Background: an optimization exercise with open tools, aiming at small area, a short achievable clock period and few clock cycles. Do not read the settings as production practice. Only simulation tests tie the RTL to the original design; equivalence was not proved. Power and IR drop assume default switching activity.

## registers
module registers (
	input				axi_clk,
	input		[11:0]	h2f_axi_awid,
	input		[29:0]	h2f_axi_awaddr,
	input				h2f_axi_awvalid,
	output	reg			h2f_axi_awready,
	input		[31:0]	h2f_axi_wdata,
	input		[3:0]	h2f_axi_wstrb,
	input				h2f_axi_wlast,
	input				h2f_axi_wvalid,
	output	reg			h2f_axi_wready,
	output		[11:0]	h2f_axi_bid,
	output		[1:0]	h2f_axi_bresp,
	output	reg			h2f_axi_bvalid,
	input				h2f_axi_bready,
	input		[11:0]	h2f_axi_arid,
	input		[29:0]	h2f_axi_araddr,
	input		[3:0]	h2f_axi_arlen,
	input				h2f_axi_arvalid,
	output	reg			h2f_axi_arready,
	output		[11:0]	h2f_axi_rid,
	output	reg	[31:0]	h2f_axi_rdata,
	output		[1:0]	h2f_axi_rresp,
	output	reg			h2f_axi_rlast,
	output	reg			h2f_axi_rvalid,
	input				h2f_axi_rready,
	input		[31:0]	reg_fpga_rev,
	input				reg_sw1_4,
	input				reg_sw1_3,
	input				reg_sw1_2,
	input				reg_sw1_1,
	output	reg			reg_jp3_4,
	output	reg			reg_jp3_3,
	output	reg			reg_jp3_2,
	output	reg			reg_jp3_1,
	output	reg			reg_led_8,
	output	reg			reg_led_7,
	output	reg			reg_led_6,
	input				reg_led_5,
	output	reg	[20:1]	reg_jp5,
	output	reg	[6:1]	reg_jp4_rxn,
	output	reg	[6:1]	reg_jp4_rxp,
	output	reg	[6:1]	reg_jp4_txn,
	output	reg	[6:1]	reg_jp4_txp,
	input				axi_rst
);
Size in the first run: roughly 670 cells after synthesis, about 290 I/O pins, roughly 6400 µm² of cells after synthesis.
Settings: LEC_CHECK=0, ABC_AREA=1, CAP_MARGIN=20, CORE_AREA=10 10 150 150, CTS_BUF_LIST=sky130_fd_sc_hd__clkbuf_8, CTS_CLUSTER_SIZE=40, DIE_AREA=0 0 160 160, PLACE_DENSITY=0.5, SETUP_SLACK_MARGIN=2.2, SLEW_MARGIN=20, TNS_END_PERCENT=20; clock period 4.0 ns.
standard.sh (not shown) runs the stock make flow with config.mk's settings and CLKGATE_MAP_FILE= SYNTH_SCRIPT=/design/flow/synth_recipe.tcl, a recipe that flattens the netlist after the stock synthesis.
==> flow/flow/run.sh <==
#!/bin/bash
set -euo pipefail
bash standard.sh 'BUFFER_PORTS_ARGS=-buffer_cell sky130_fd_sc_hd__buf_1' finish > make.log 2>&1
Testbench counts at the start, summed over its fixed seeds: cycles 12,061.
==> next run, changes <==
==> flow/flow/run.sh (replaced) <==
#!/bin/bash
set -euo pipefail
bash standard.sh 'BUFFER_PORTS_ARGS=-buffer_cell sky130_fd_sc_hd__buf_1' \
  'CTS_ARGS=-sink_clustering_enable -repair_clock_nets -buf_list sky130_fd_sc_hd__clkbuf_8 -sink_clustering_size 40 -dont_use_dummy_load' \
  finish > make.log 2>&1
Result: Utilization fell by 1.0 points. Setup slack gets better by 0.0094 ns. Power decreases by 7.4%. Non-clock buffer count stays the same. Register-to-register slack is about the same. Cell count falls by 1.3%. Design area decreases by about 2.4%. Routed wire length fell by about 0.4%. First-iteration DRC count goes down by 6.2%.
==> next run, changes <==
==> flow/flow/run.sh (replaced) <==
#!/bin/bash
set -euo pipefail
bash standard.sh 'BUFFER_PORTS_ARGS=-buffer_cell sky130_fd_sc_hd__buf_1' finish > make.log 2>&1
--- a/flow/config.mk
+++ b/flow/config.mk
@@ -10 +10 @@
-export CORE_AREA = 10 10 150 150
+export CORE_AREA = 8 8 112 112
@@ -13,2 +13,2 @@
-export DIE_AREA = 0 0 160 160
-export PLACE_DENSITY = 0.5
+export DIE_AREA = 0 0 120 120
+export PLACE_DENSITY = 0.6
After rerunning: Total power climbs by a few percent; die area drops by well over a third; sequential share of layout area barely changes; final area barely changes; combinational power hardly moves; cell count went down by roughly a tenth.
==> next run, changes <==
==> flow/flow/run.sh (replaced) <==
#!/bin/bash
set -euo pipefail
bash standard.sh 'BUFFER_PORTS_ARGS=-buffer_cell sky130_fd_sc_hd__buf_1' \
  'CTS_ARGS=-sink_clustering_enable -repair_clock_nets -buf_list sky130_fd_sc_hd__clkbuf_8 -sink_clustering_size 40 -dont_use_dummy_load' \
  finish > make.log 2>&1
--- a/flow/config.mk
+++ b/flow/config.mk
@@ -10 +10 @@
-export CORE_AREA = 8 8 112 112
+export CORE_AREA = 10 10 150 150
@@ -13,3 +13,3 @@
-export DIE_AREA = 0 0 120 120
-export PLACE_DENSITY = 0.6
-export SETUP_SLACK_MARGIN = 2.2
+export DIE_AREA = 0 0 160 160
+export PLACE_DENSITY = 0.5
+export SETUP_SLACK_MARGIN = 2.0
@@ -17 +16,0 @@
-export TNS_END_PERCENT = 20
=> Register-to-register slack loses 0.19 ns. Routed wire length climbs by 10%. Power fell by 6.3%. Sequential share of layout area increases by 0.82 points.

---

garnet:
The RTL this note starts from:
==> flow/design.v <==
module registers (
	input				axi_clk,
	input		[11:0]	h2f_axi_awid,
	input		[29:0]	h2f_axi_awaddr,
	input				h2f_axi_awvalid,
	output	reg			h2f_axi_awready,
	input		[31:0]	h2f_axi_wdata,
	input		[3:0]	h2f_axi_wstrb,
	input				h2f_axi_wlast,
	input				h2f_axi_wvalid,
	output	reg			h2f_axi_wready,
	output		[11:0]	h2f_axi_bid,
	output		[1:0]	h2f_axi_bresp,
	output	reg			h2f_axi_bvalid,
	input				h2f_axi_bready,
	input		[11:0]	h2f_axi_arid,
	input		[29:0]	h2f_axi_araddr,
	input		[3:0]	h2f_axi_arlen,
	input				h2f_axi_arvalid,
	output	reg			h2f_axi_arready,
	output		[11:0]	h2f_axi_rid,
	output	reg	[31:0]	h2f_axi_rdata,
	output		[1:0]	h2f_axi_rresp,
	output	reg			h2f_axi_rlast,
	output	reg			h2f_axi_rvalid,
	input				h2f_axi_rready,
	input		[31:0]	reg_fpga_rev,
	input				reg_sw1_4,
	input				reg_sw1_3,
	input				reg_sw1_2,
	input				reg_sw1_1,
	output	reg			reg_jp3_4,
	output	reg			reg_jp3_3,
	output	reg			reg_jp3_2,
	output	reg			reg_jp3_1,
	output	reg			reg_led_8,
	output	reg			reg_led_7,
	output	reg			reg_led_6,
	input				reg_led_5,
	output	reg	[20:1]	reg_jp5,
	output	reg	[6:1]	reg_jp4_rxn,
	output	reg	[6:1]	reg_jp4_rxp,
	output	reg	[6:1]	reg_jp4_txn,
	output	reg	[6:1]	reg_jp4_txp,
	input				axi_rst
);
	assign h2f_axi_bresp = 2'b00;
	assign h2f_axi_rresp = 2'b00;
	reg		[11:0]	oid;
	assign h2f_axi_bid = oid;
	assign h2f_axi_rid = oid;
	reg				dir;		 
	reg				wact;		 
	reg				wfirst;		 
	reg				wbuf;		 
	reg				wapply;		 
	reg				bpend;		 
	reg				eng;		 
	reg				eng_new;	 
	reg		[4:0]	addr;		 
	reg		[3:0]	aux;		 
	reg		[11:0]	xid;		 
	reg		[3:0]	esel;		 
	wire aw_hs = h2f_axi_awvalid & h2f_axi_awready;
	wire w_hs  = h2f_axi_wvalid  & h2f_axi_wready;
	wire ar_hs = h2f_axi_arvalid & h2f_axi_arready;
	wire hs_id = aw_hs | ar_hs;
	wire [11:0] id_in = dir ? h2f_axi_arid : h2f_axi_awid;
	wire [3:0] hstb = {h2f_axi_rdata[31], h2f_axi_rdata[30], h2f_axi_rdata[23], h2f_axi_rdata[22]};
	wire [31:0] wcap = {h2f_axi_wstrb[3], h2f_axi_wstrb[2], h2f_axi_wdata[29:24],
	                    h2f_axi_wstrb[1], h2f_axi_wstrb[0], h2f_axi_wdata[21:0]};
	wire wk     = w_hs & (wact | aw_hs);		 
	wire lone_w = w_hs & ~wact & ~aw_hs;		 
	wire hb     = wbuf & aw_hs;					 
	wire bgen   = (wk & h2f_axi_wlast) | (hb & aux[0]);
	wire ob_free = ~h2f_axi_bvalid | h2f_axi_bready;
	wire wact_n   = (wact | aw_hs) & ~bgen;
	wire wfirst_n = aw_hs ? ~(w_hs | wbuf) : (wfirst & ~w_hs);
	wire wbuf_n   = (wbuf & ~aw_hs) | lone_w;
	wire wapply_n = wk | hb;
	wire bpend_n  = (bpend | bgen) & ~ob_free;
	wire bvalid_n = bgen | bpend | (h2f_axi_bvalid & ~h2f_axi_bready);
	wire out_free = ~h2f_axi_rvalid | h2f_axi_rready;
	wire rload    = (ar_hs | eng) & out_free;		 
	wire [3:0] rrem = eng ? aux : h2f_axi_arlen;
	wire [4:0] ra = h2f_axi_araddr[6:2];
	wire [3:0] adec = {ra == 5'd3, ra == 5'd2, ra == 5'd1, ra == 5'd0};
	wire [3:0] sel = eng ? esel : adec;
	wire [4:0] addr1 = addr + 5'd1;
	wire rfirst   = ar_hs | eng_new;
	wire eng_n    = rload ? (rrem != 4'd0) : (eng | ar_hs);
	wire eng_new_n = ~rload & (eng_new | ar_hs);
	wire rvalid_n = rload | (h2f_axi_rvalid & ~h2f_axi_rready);
	wire [31:0] w1 = {12'b0, reg_sw1_4, reg_sw1_3, reg_sw1_2, reg_sw1_1, 4'b0,
	                  reg_jp3_4, reg_jp3_3, reg_jp3_2, reg_jp3_1, 4'b0,
	                  reg_led_8, reg_led_7, reg_led_6, reg_led_5};
	wire [31:0] w2 = {12'b0, reg_jp5};
	wire [31:0] w3 = {2'b0, reg_jp4_rxn, 2'b0, reg_jp4_rxp, 2'b0, reg_jp4_txn, 2'b0, reg_jp4_txp};
	wire [3:0] rs = sel & {4{rload}};
	wire rs_w = ~rload & w_hs;
	wire rs_h = ~rload & ~w_hs;
	wire [31:0] rdata_n = ({32{rs[0]}} & reg_fpga_rev) | ({32{rs[1]}} & w1) |
	                      ({32{rs[2]}} & w2) | ({32{rs[3]}} & w3) |
	                      ({32{rs_w}} & wcap) | ({32{rs_h}} & h2f_axi_rdata);
	wire wbusy_n = wact_n | wbuf_n | bpend_n | bvalid_n | wapply_n;
	wire rbusy_n = rvalid_n | eng_n;
	wire wbusy   = wact | wbuf | bpend | h2f_axi_bvalid | wapply;
	wire rbusy   = h2f_axi_rvalid | eng;
	wire dir_n   = wbusy_n ? 1'b0 :
	               rbusy_n ? 1'b1 :
	               wbusy   ? 1'b1 :
	               rbusy   ? 1'b0 :
	               dir     ? ~(h2f_axi_awvalid | h2f_axi_wvalid) :
	                         h2f_axi_arvalid;
	wire widle_n = ~wact_n & ~bpend_n & ~rbusy_n & ~dir_n;
	always @(posedge axi_clk) begin
		if (axi_rst) begin
			dir             <= 1'b0;
			wact            <= 1'b0;
			wfirst          <= 1'b0;
			wbuf            <= 1'b0;
			wapply          <= 1'b0;
			bpend           <= 1'b0;
			eng             <= 1'b0;
			eng_new         <= 1'b0;
			h2f_axi_bvalid  <= 1'b0;
			h2f_axi_rvalid  <= 1'b0;
			h2f_axi_awready <= 1'b0;
			h2f_axi_wready  <= 1'b0;
			h2f_axi_arready <= 1'b0;
		end else begin
			dir             <= dir_n;
			wact            <= wact_n;
			wfirst          <= wfirst_n;
			wbuf            <= wbuf_n;
			wapply          <= wapply_n;
			bpend           <= bpend_n;
			eng             <= eng_n;
			eng_new         <= eng_new_n;
			h2f_axi_bvalid  <= bvalid_n;
			h2f_axi_rvalid  <= rvalid_n;
			h2f_axi_awready <= widle_n;
			h2f_axi_wready  <= wact_n | (widle_n & ~wbuf_n);
			h2f_axi_arready <= ~eng_n & ~wbusy_n & dir_n;
		end
	end
	always @(posedge axi_clk) begin
		if (aw_hs)
			addr <= h2f_axi_awaddr[6:2];
		else if (w_hs & ~wfirst & wact)
			addr <= addr1;
		else if (ar_hs)
			addr <= ra;
		else if (rload & ~eng_new)
			addr <= addr1;
		if (ar_hs)
			esel <= out_free ? {adec[2:0], ra == 5'd31} : adec;
		else if (rload)
			esel <= {esel[2:0], eng_new ? addr == 5'd31 : addr == 5'd30};
		if (lone_w)
			aux[0] <= h2f_axi_wlast;
		else if (dir)
			aux <= rload ? rrem - 4'd1 : rrem;
		if (hs_id)
			xid <= id_in;
		if ((bgen | bpend) & ob_free | rload & rfirst)
			oid <= hs_id ? id_in : xid;
		h2f_axi_rdata <= rdata_n;
		if (rload)
			h2f_axi_rlast <= (rrem == 4'd0);
	end
	wire wr1 = wapply & (addr == 5'd1);
	wire wr2 = wapply & (addr == 5'd2);
	wire wr3 = wapply & (addr == 5'd3);
	wire [31:0] wd1 = h2f_axi_rdata | {32{axi_rst}};		 
	wire [11:8] wd0 = h2f_axi_rdata[11:8] & {4{~axi_rst}};	 
	always @(posedge axi_clk) begin
		if (wr1 & hstb[1] | axi_rst) {reg_jp3_4, reg_jp3_3, reg_jp3_2, reg_jp3_1} <= wd0[11:8];
		if (wr1 & hstb[0] | axi_rst) {reg_led_8, reg_led_7, reg_led_6} <= wd1[3:1];
		if (wr2 & hstb[2] | axi_rst) reg_jp5[20:17] <= wd1[19:16];
		if (wr2 & hstb[1] | axi_rst) reg_jp5[16:9]  <= wd1[15:8];
		if (wr2 & hstb[0] | axi_rst) reg_jp5[8:1]   <= wd1[7:0];
		if (wr3 & hstb[3] | axi_rst) reg_jp4_rxn <= wd1[29:24];
		if (wr3 & hstb[2] | axi_rst) reg_jp4_rxp <= wd1[21:16];
		if (wr3 & hstb[1] | axi_rst) reg_jp4_txn <= wd1[13:8];
		if (wr3 & hstb[0] | axi_rst) reg_jp4_txp <= wd1[5:0];
	end
endmodule
export LEC_CHECK = 0
export ABC_AREA = 1
export CAP_MARGIN = 20
export CORE_AREA = 10 10 150 150
export CTS_BUF_LIST = sky130_fd_sc_hd__clkbuf_8
export CTS_CLUSTER_SIZE = 40
export DIE_AREA = 0 0 160 160
export PLACE_DENSITY = 0.6
export SETUP_SLACK_MARGIN = 2.2
export SLEW_MARGIN = 20
export TNS_END_PERCENT = 20
create_clock -name core_clock -period 4.0 [get_ports {axi_clk}]
==> flow/flow/run.sh <==
#!/bin/bash
set -euo pipefail
bash standard.sh 'BUFFER_PORTS_ARGS=-buffer_cell sky130_fd_sc_hd__buf_1' \
  'CTS_ARGS=-sink_clustering_enable -repair_clock_nets -buf_list sky130_fd_sc_hd__clkbuf_8 -sink_clustering_size 40 -dont_use_dummy_load' \
  finish > make.log 2>&1
Per the final summary, garnet finished and its layout is clean on timing, DRC and antenna.
Testbench counts of garnet, summed over its fixed seeds: cycles 12,061.
Changes in lagoon relative to garnet:
- swapping 0.6 for 0.5 in PLACE_DENSITY
==> flow/flow/run.sh <==
#!/bin/bash
set -euo pipefail
bash standard.sh 'BUFFER_PORTS_ARGS=-buffer_cell sky130_fd_sc_hd__buf_1' \
  'CTS_ARGS=-sink_clustering_enable -repair_clock_nets -buf_list sky130_fd_sc_hd__clkbuf_8 -sink_clustering_size 30 -sink_clustering_max_diameter 80 -sink_clustering_levels 2 -dont_use_dummy_load' \
  finish > make.log 2>&1
[summary]
In lagoon, shortest clock period the worst path allows after layout is lower than in garnet.
lagoon: wire length on met3 about 30% below garnet
[lagoon] routed length per placed instance fell 0.090 µm relative to garnet
Of the two values seen for worst setup path startpoint, reg_jp3_3 was produced by garnet and reg_jp5[11] by lagoon.
Measured against each other, garnet and lagoon differ in final cell count without fillers, the higher figure coming from garnet.
Compared to garnet, the routing of lagoon uses less wire.
The inputs of nickel differ from those of lagoon as listed below.
- ABC_AREA no longer set, was 1
==> flow/flow/run.sh <==
#!/bin/bash
set -euo pipefail
bash standard.sh 'BUFFER_PORTS_ARGS=-buffer_cell sky130_fd_sc_hd__buf_1' \
  'CTS_ARGS=-sink_clustering_enable -repair_clock_nets -buf_list sky130_fd_sc_hd__clkbuf_8 -sink_clustering_size 40 -dont_use_dummy_load' \
  finish > make.log 2>&1
Results
nickel vs. lagoon: total iterations of the first detailed-routing run went down by 1.
Looking at main combinational cell family by area after synthesis, the compound AO/OA/AOI/OAI gates result is from nickel; the simple AND/OR/NAND/NOR gates one comes from lagoon.
Side by side, share of power burned in combinational logic turned out higher in nickel than in lagoon.
Diff lagoon -> nickel: via density per instance moved up; critical path depth went up; fraction of area in non-clock buffers went up 1.9 points; fraction of met1 tracks used by global routing went up by 1.0 points; number of global-route vias before repair +375.
Between nickel and lagoon, it is nickel whose global-route wire length before repair is higher, by about 9%.
### nickel -> delta
- putting ABC_AREA at 1 where nothing was set
-- flow/flow/run.sh --
<<< nickel, line 5
  finish > make.log 2>&1
>>> delta, line 5
  MATCH_CELL_FOOTPRINT=0 finish > make.log 2>&1
[summary]
In delta, the wire length reported by the detailed router came out 11% below the value in nickel.
Delta (delta minus nickel): number of logic stages on the critical path including buffering went down by 6, combinational power went down by about 7%, number of standard cells in the layout, taps in and fillers out went up by about 7%.
Inputs modified between delta and indigo:
- CORE_AREA changed from 10 10 150 150 to 10 10 170 170
- DIE_AREA changed from 0 0 160 160 to 0 0 180 180
-- flow/flow/run.sh --
<<< delta, line 5
  MATCH_CELL_FOOTPRINT=0 finish > make.log 2>&1
>>> indigo, line 5
  finish > make.log 2>&1
## What came out
met1 usage in global routing is higher on delta. The final worst-path cycle share was comparable across delta and indigo. The higher worst setup slack before clock tree synthesis came out of delta. Highest clock frequency the design can meet: indigo vs delta — no meaningful difference. Number of antenna diodes was higher in the run labelled indigo. Note that the number of filler cells placed in the layout recorded for indigo amounts to 1.3 times the value seen in delta. Relative to delta, the utilization of indigo is lower by 8.3 points. indigo: all stages complete, timing, DRC and antenna checks passed. | via count | indigo vs delta | 113 higher |. indigo vs. delta: area added between synthesis and finish went up by 2.9 points.
The following lists how umber was set up differently from indigo:
- a change of CORE_AREA from 10 10 170 170 to 10 10 150 150
- a change of SETUP_SLACK_MARGIN from 2.2 to 2.3
- a change of DIE_AREA from 0 0 180 180 to 0 0 160 160
--- outcome ---
When umber is measured against indigo, its post-layout worst setup margin turns out 12 ps lower. After synthesis and placement, the instance count of umber is below that of indigo. Comparing umber and indigo, the lower sequential cell area share was measured on umber. umber ran to completion and came out clean on the timing, DRC and antenna checks.

[port drivers added, routing unchanged]
The results above use ideal ports. As a check the final layouts listed here were re-extracted and re-timed, cells and wires unchanged.
Step 1 sets driving cells, clkbuf_16 on the clock port and buf_2 on the other inputs (assumed; they add their load-dependent delay and slew).
Step 2, shift: input delay + t, output delay - t, t = (earliest + latest rising clock arrival at the registers) / 2. This alone moves slack from input paths to output paths.
Three values: ideal ports, drivers, drivers and shift; two values: the first two.
run	shift t [ns]	setup slack, ns	worst setup path at the end	pins driven straight from the clock port
the first run of note 1	0.470	2.166 / 2.129 / 1.736	input to register	1
the second run of note 1	0.465	2.175 / 2.138 / 1.738	input to register	1
the third run of note 1	0.450	2.138 / 2.148 / 1.698	input to register	1
the fourth run of note 1	0.457	2.090 / 2.104 / 1.647	input to register	1
garnet	0.464	2.148 / 2.114 / 1.779	input to register	1
lagoon	0.459	2.167 / 2.128 / 1.736	input to register	1
nickel	0.475	2.016 / 2.013 / 1.538	input to register	1
delta	0.459	2.167 / 2.128 / 1.736	input to register	1
indigo	0.471	2.165 / 2.128 / 1.729	input to register	1
umber	0.470	2.153 / 2.114 / 1.777	input to register	1
After both steps setup and hold are still met in every run listed. The setup slack of nickel, which loses most, moves by -0.003 ns with the drivers and by -0.478 ns with both steps.
